This design comes from an exercise in tuning for small area, a short achievable clock period and few clock cycles on the open sky130 flow, not from production work.
In this exercise RTL edits were held to simulation tests only and were not proved equivalent to the original.
Power figures rest on the tool's default switching activity, not on a simulated workload.

== exp/cedar ==
## p18240_core
module p18240_core (
  input  logic        clock,
  input  logic        reset_L,
  output logic [15:0] mem_addr,
  output logic [15:0] mem_wdata,
  output logic        mem_re,
  output logic        mem_we,
  input  logic [15:0] mem_rdata,
  output logic        halted);
Size: roughly 53 I/O pins.
==> flow/config.mk <==
export PLATFORM = sky130hd
export DESIGN_NAME = p18240_core
export DESIGN_NICKNAME = p18240_core
export VERILOG_FILES = /design/flow/design.v
export SDC_FILE = /design/flow/constraint.sdc
export NUM_CORES = 4
export LEC_CHECK = 0
export ABC_CLOCK_PERIOD_IN_PS = 4000
export CAP_MARGIN = 20
export CORE_MARGIN = 2
export CORE_UTILIZATION = 40
export PLACE_DENSITY = 0.6
export SETUP_SLACK_MARGIN = 5
export SLEW_MARGIN = 20
==> flow/constraint.sdc <==
create_clock -name core_clock -period 10.0 [get_ports {clock}]
set_input_delay 2.0000 -clock core_clock [delete_from_list [all_inputs] [get_ports {clock}]]
set_output_delay 2.0000 -clock core_clock [all_outputs]
set_load 0.01 [all_outputs]
run.sh (not shown) runs the stock make flow with config.mk's settings and CLKGATE_MAP_FILE= SYNTH_SCRIPT=/design/flow/synth_recipe.tcl, a recipe that flattens the netlist after the stock synthesis.
Testbench counts of exp/cedar, summed over its fixed seeds: cycles 26,823.
> inputs changed (exp/cedar -> exp/harbor)
-- flow/design.v --
<<< exp/cedar, line 225
            (c.c_dec & ~ra[15] & sum[15]);
  end
  logic [15:0] pc_inc, pc_inc2, sp_inc, sp_dec, sp_imm;
  assign pc_inc  = pc + 16'd1;
  assign pc_inc2 = pc + 16'd2;
  assign sp_inc  = sp + 16'd1;
  assign sp_dec  = sp - 16'd1;
  assign sp_imm  = add16(sp, mem_rdata, 1'b0);
  always_comb
>>> exp/harbor, line 225
            (c.c_dec & ~ra[15] & sum[15]);
  end
  logic [15:0] pc_inc, pc_inc2, sp_pm, sp_imm;
  assign pc_inc  = pc + 16'd1;
  assign pc_inc2 = pc + 16'd2;
  assign sp_pm   = sp + ((c.push | c.jsr) ? 16'hFFFF : 16'h0001);   
  assign sp_imm  = add16(sp, mem_rdata, 1'b0);
  always_comb
<<< exp/cedar, line 253
             | ({16{st_e1 & c.ldr}}                & rb)
             | ({16{st_e1 & (c.pop | c.rtn)}}      & sp)
             | ({16{st_e1 & (c.push | c.jsr)}}     & sp_dec)
             | ({16{st_e2 & ~c.jsr}}               & t);
    mem_wdata = c.wd_ra ? ra : (c.jsr ? pc_inc : rb);
>>> exp/harbor, line 252
             | ({16{st_e1 & c.ldr}}                & rb)
             | ({16{st_e1 & (c.pop | c.rtn)}}      & sp)
             | ({16{st_e1 & (c.push | c.jsr)}}     & sp_pm)
             | ({16{st_e2 & ~c.jsr}}               & t);
    mem_wdata = c.wd_ra ? ra : (c.jsr ? pc_inc : rb);
<<< exp/cedar, line 268
      pc_n = pc;
    if (st_e1 & c.addsp)               sp_n = sp_imm;
    else if (st_e1 & (c.pop | c.rtn))  sp_n = sp_inc;
    else if (st_e1 & (c.push | c.jsr)) sp_n = sp_dec;
    else if (st_e1 & c.ldsp)           sp_n = ra;
    else                               sp_n = sp;
>>> exp/harbor, line 267
      pc_n = pc;
    if (st_e1 & c.addsp)               sp_n = sp_imm;
    else if (st_e1 & (c.pop | c.rtn))  sp_n = sp_pm;
    else if (st_e1 & (c.push | c.jsr)) sp_n = sp_pm;
    else if (st_e1 & c.ldsp)           sp_n = ra;
    else                               sp_n = sp;
==> comparison <==
- exp/cedar → exp/harbor: power density normalized to cell area rose about 3%, maximum VDD drop fell about 8%, final design area excluding fillers fell 290 sq um.
- The run with more setup slack is exp/cedar; exp/harbor has less.
- Going from exp/cedar to exp/harbor, synthesized area per cell up 1.2%, die span in y now sits at about the same level, total of endpoints with negative setup slack in the final report saw little to no change, wire length shows a reduction of 2.1%.
- Against exp/cedar, exp/harbor reports a count of vias placed by the detailed router that is lower.
- Relative to exp/cedar, exp/harbor degrades synthesized area.
Testbench counts of exp/harbor, summed over its fixed seeds: cycles 26,823.


p18240_core, a different RTL version from the one above (not shown whole).
Size: ~2800 cells after synthesis, roughly 680 flip-flops, ~29000 um2 of cells after synthesis.
==> flow/config.mk <==
export PLATFORM = sky130hd
export DESIGN_NAME = p18240_core
export DESIGN_NICKNAME = p18240_core
export VERILOG_FILES = /design/flow/design.v
export SDC_FILE = /design/flow/constraint.sdc
export NUM_CORES = 4
export LEC_CHECK = 0
export CAP_MARGIN = 20
export CORE_MARGIN = 2
export CORE_UTILIZATION = 55
export CTS_CLUSTER_DIAMETER = 60
export CTS_CLUSTER_SIZE = 30
export PLACE_DENSITY = 0.7
export SETUP_SLACK_MARGIN = 5
export SLEW_MARGIN = 20
==> flow/constraint.sdc <==
create_clock -name core_clock -period 10.0 [get_ports {clock}]
set_input_delay 2.0000 -clock core_clock [delete_from_list [all_inputs] [get_ports {clock}]]
set_output_delay 2.0000 -clock core_clock [all_outputs]
set_load 0.01 [all_outputs]
Testbench counts at the start, summed over its fixed seeds: cycles 26,823.
==> next run, changes <==
--- a/flow/design.v
+++ b/flow/design.v
@@ -44,14 +44,15 @@
     logic [7:0] a, b;        
     logic [2:0] ai;          
     logic one;               
     logic br;                
     logic imm;               
     logic spimm;             
     logic addsp, ldr, str, push, pop, rtn, rtnw, jsr, jsrw, stop, ldsp;
+    logic spd;               
     logic to_fw;             
     logic to_e2;             
     logic e2rd;              
     logic e2we;              
     logic wd_ra;             
     logic [2:0] cond;        
     logic wr_a;              
@@ -103,19 +104,19 @@
       10'h0A0: begin dec.one = 1; dec.br = 1; dec.cond = 3'd0; end
       10'h0A8: begin dec.one = 1; dec.br = 1; dec.cond = 3'd1; end
       10'h0B0: begin dec.one = 1; dec.br = 1; dec.cond = 3'd3; end
       10'h0B8: begin dec.one = 1; dec.br = 1; dec.cond = 3'd4; end
       10'h120: begin dec.one = 1; dec.br = 1; dec.cond = 3'd2; end
       10'h0C6: begin dec.one = 1; dec.br = 1; dec.cond = 3'd5; end
       10'h0C0: begin dec.stop = 1; end
-      10'h0C4: begin dec.jsr = 1; dec.jsrw = 1; dec.to_e2 = 1; end              
+      10'h0C4: begin dec.jsr = 1; dec.jsrw = 1; dec.to_e2 = 1; dec.spd = 1; end              
       10'h0C5: begin dec.rtn = 1; dec.rtnw = 1; end                             
-      10'h0C8: begin dec.push = 1; dec.wd_ra = 1; end                           
+      10'h0C8: begin dec.push = 1; dec.wd_ra = 1; dec.spd = 1; end                           
       10'h0D0: begin dec.pop = 1; dec.to_fw = 1; dec.wr_t = 1; dec.r_movb = 1; end  
-      10'h0D8: begin dec.jsr = 1; dec.to_e2 = 1; end                            
+      10'h0D8: begin dec.jsr = 1; dec.to_e2 = 1; dec.spd = 1; end                            
       10'h0E0: begin dec.rtn = 1; end                                           
       10'h0E8: begin dec.one = 1; dec.wr_a = 1; dec.r_movb = 1; end             
       10'h0F0: begin dec.one = 1; dec.ldsp = 1; end                             
       10'h0F8: begin dec.one = 1; dec.wr_a = 1; dec.r_sp = 1; end               
       10'h100: begin dec.spimm = 1; dec.to_e2 = 1; dec.e2rd = 1;                
                      dec.wr_t = 1; dec.r_movb = 1; end
       10'h108: begin dec.spimm = 1; dec.to_e2 = 1; dec.e2we = 1;                
@@ -220,19 +221,18 @@
     alu_c = (c.c_add & cout) | (c.c_inc & cout) | (c.c_dec & ~cout) |
             (c.c_sub & (~cout | zsum)) |
             (c.r_sl & ra[15]) | (c.r_sr & ra[0]);
     alu_v = ((c.c_add | c.c_sub) & (x[15] == y[15]) & (sum[15] != x[15])) |
             (c.c_inc & ra[15] & ~sum[15]) |
             (c.c_dec & ~ra[15] & sum[15]);
   end
-  logic [15:0] pc_inc, pc_inc2, sp_inc, sp_dec, sp_imm;
+  logic [15:0] pc_inc, pc_inc2, sp_pm, sp_imm;
   assign pc_inc  = pc + 16'd1;
   assign pc_inc2 = pc + 16'd2;
-  assign sp_inc  = sp + 16'd1;
-  assign sp_dec  = sp - 16'd1;
+  assign sp_pm   = sp + {{15{c.spd}}, 1'b1};    
   assign sp_imm  = add16(sp, mem_rdata, 1'b0);
   always_comb
     case (c.cond)
       3'd0:    taken = 1'b1;
       3'd1:    taken = cc[3];
       3'd2:    taken = cc[2];
       3'd3:    taken = cc[1];
@@ -268,31 +268,31 @@
     end
   always_comb begin
     mem_addr = ({16{as_pc | (as_br & taken)}} & pc)
              | ({16{as_br & ~taken}}          & pc_inc)
              | ({16{as_ra}}                   & ra)
              | ({16{as_rb}}                   & rb)
              | ({16{as_sp}}                   & sp)
-             | ({16{as_spd}}                  & sp_dec)
+             | ({16{as_spd}}                  & sp_pm)
              | ({16{as_t}}                    & t);
     mem_wdata = c.wd_ra ? ra : (c.jsr ? pc_inc : rb);
   end
   assign rf_we = (st_e1 & c.wr_a) | (st_fw & c.wr_t);
   always_comb begin
     if (fetch)
       pc_n = skip ? pc_inc2 : pc_inc;
     else if (st_e1 & (c.imm | c.spimm | c.addsp))
       pc_n = pc_inc;
     else if ((st_e1 & (c.rtn | btaken)) | (st_e2 & c.jsr))
       pc_n = mem_rdata;
     else
       pc_n = pc;
     if (st_e1 & c.addsp)               sp_n = sp_imm;
-    else if (st_e1 & (c.pop | c.rtn))  sp_n = sp_inc;
-    else if (st_e1 & (c.push | c.jsr)) sp_n = sp_dec;
+    else if (st_e1 & (c.pop | c.rtn))  sp_n = sp_pm;
+    else if (st_e1 & (c.push | c.jsr)) sp_n = sp_pm;
     else if (st_e1 & c.ldsp)           sp_n = ra;
     else                               sp_n = sp;
     if (st_e1 & c.spimm)               t_n = sp_imm;
     else if ((st_e1 & (c.imm | c.ldr | c.pop)) | (st_e2 & c.e2rd))
                                        t_n = mem_rdata;
     else                               t_n = t;
   end
What happened:
- final cell count is lower by 3.0%
- final area falls by 2.0%
- synthesized cell count fell by 2.3%
- core utilization is lower by 1.0 points
- setup slack gets worse by 180 ps
- non-clock buffer count falls by 59
- clock power is about the same
- power hardly moves
- worst hold slack is worse by 11 ps
- register-to-register slack gains 100 ps
- die area decreases by 0.90%
- combinational power rose by 3.7%
Testbench counts after the change, summed over its fixed seeds: cycles 26,823.

==> what the ideal ports hide <==
In the flow no input, the clock included, has a driving cell. The finished layouts below were timed again as built, in two steps. Step 1, drivers: a clkbuf_16 drives clock and a buf_2 each remaining input, both assumed. Step 2 also shifts input and output timing later by t, the mid clock arrival at the registers, as if the neighbouring blocks saw the same clock. Three values: ideal, step 1, step 2; two values: the first two.
| run | t, ns | setup slack, ns | latest minus earliest clock arrival (ns) | worst register clock-pin slew, ns | cell pins on the clock port's net |
|---|---|---|---|---|---|
| exp/cedar | 0.669 | 4.770 / 4.706 / 4.797 | 0.031 / 0.032 | 0.07 / 0.07 | 1 |
| exp/harbor | 0.684 | 4.393 / 4.329 / 4.675 | 0.023 / 0.023 | 0.07 / 0.07 | 1 |
| the first run of note 2 | 0.667 | 4.937 / 4.870 / 4.658 | 0.051 / 0.051 | 0.10 / 0.10 | 1 |
| the second run of note 2 | 0.663 | 4.760 / 4.702 / 4.549 | 0.041 / 0.041 | 0.10 / 0.10 | 1 |
After both steps setup and hold are still met in every run listed. The setup slack of the first run of note 2, which loses most, moves by -0.067 ns with the drivers and by -0.279 ns with both steps.
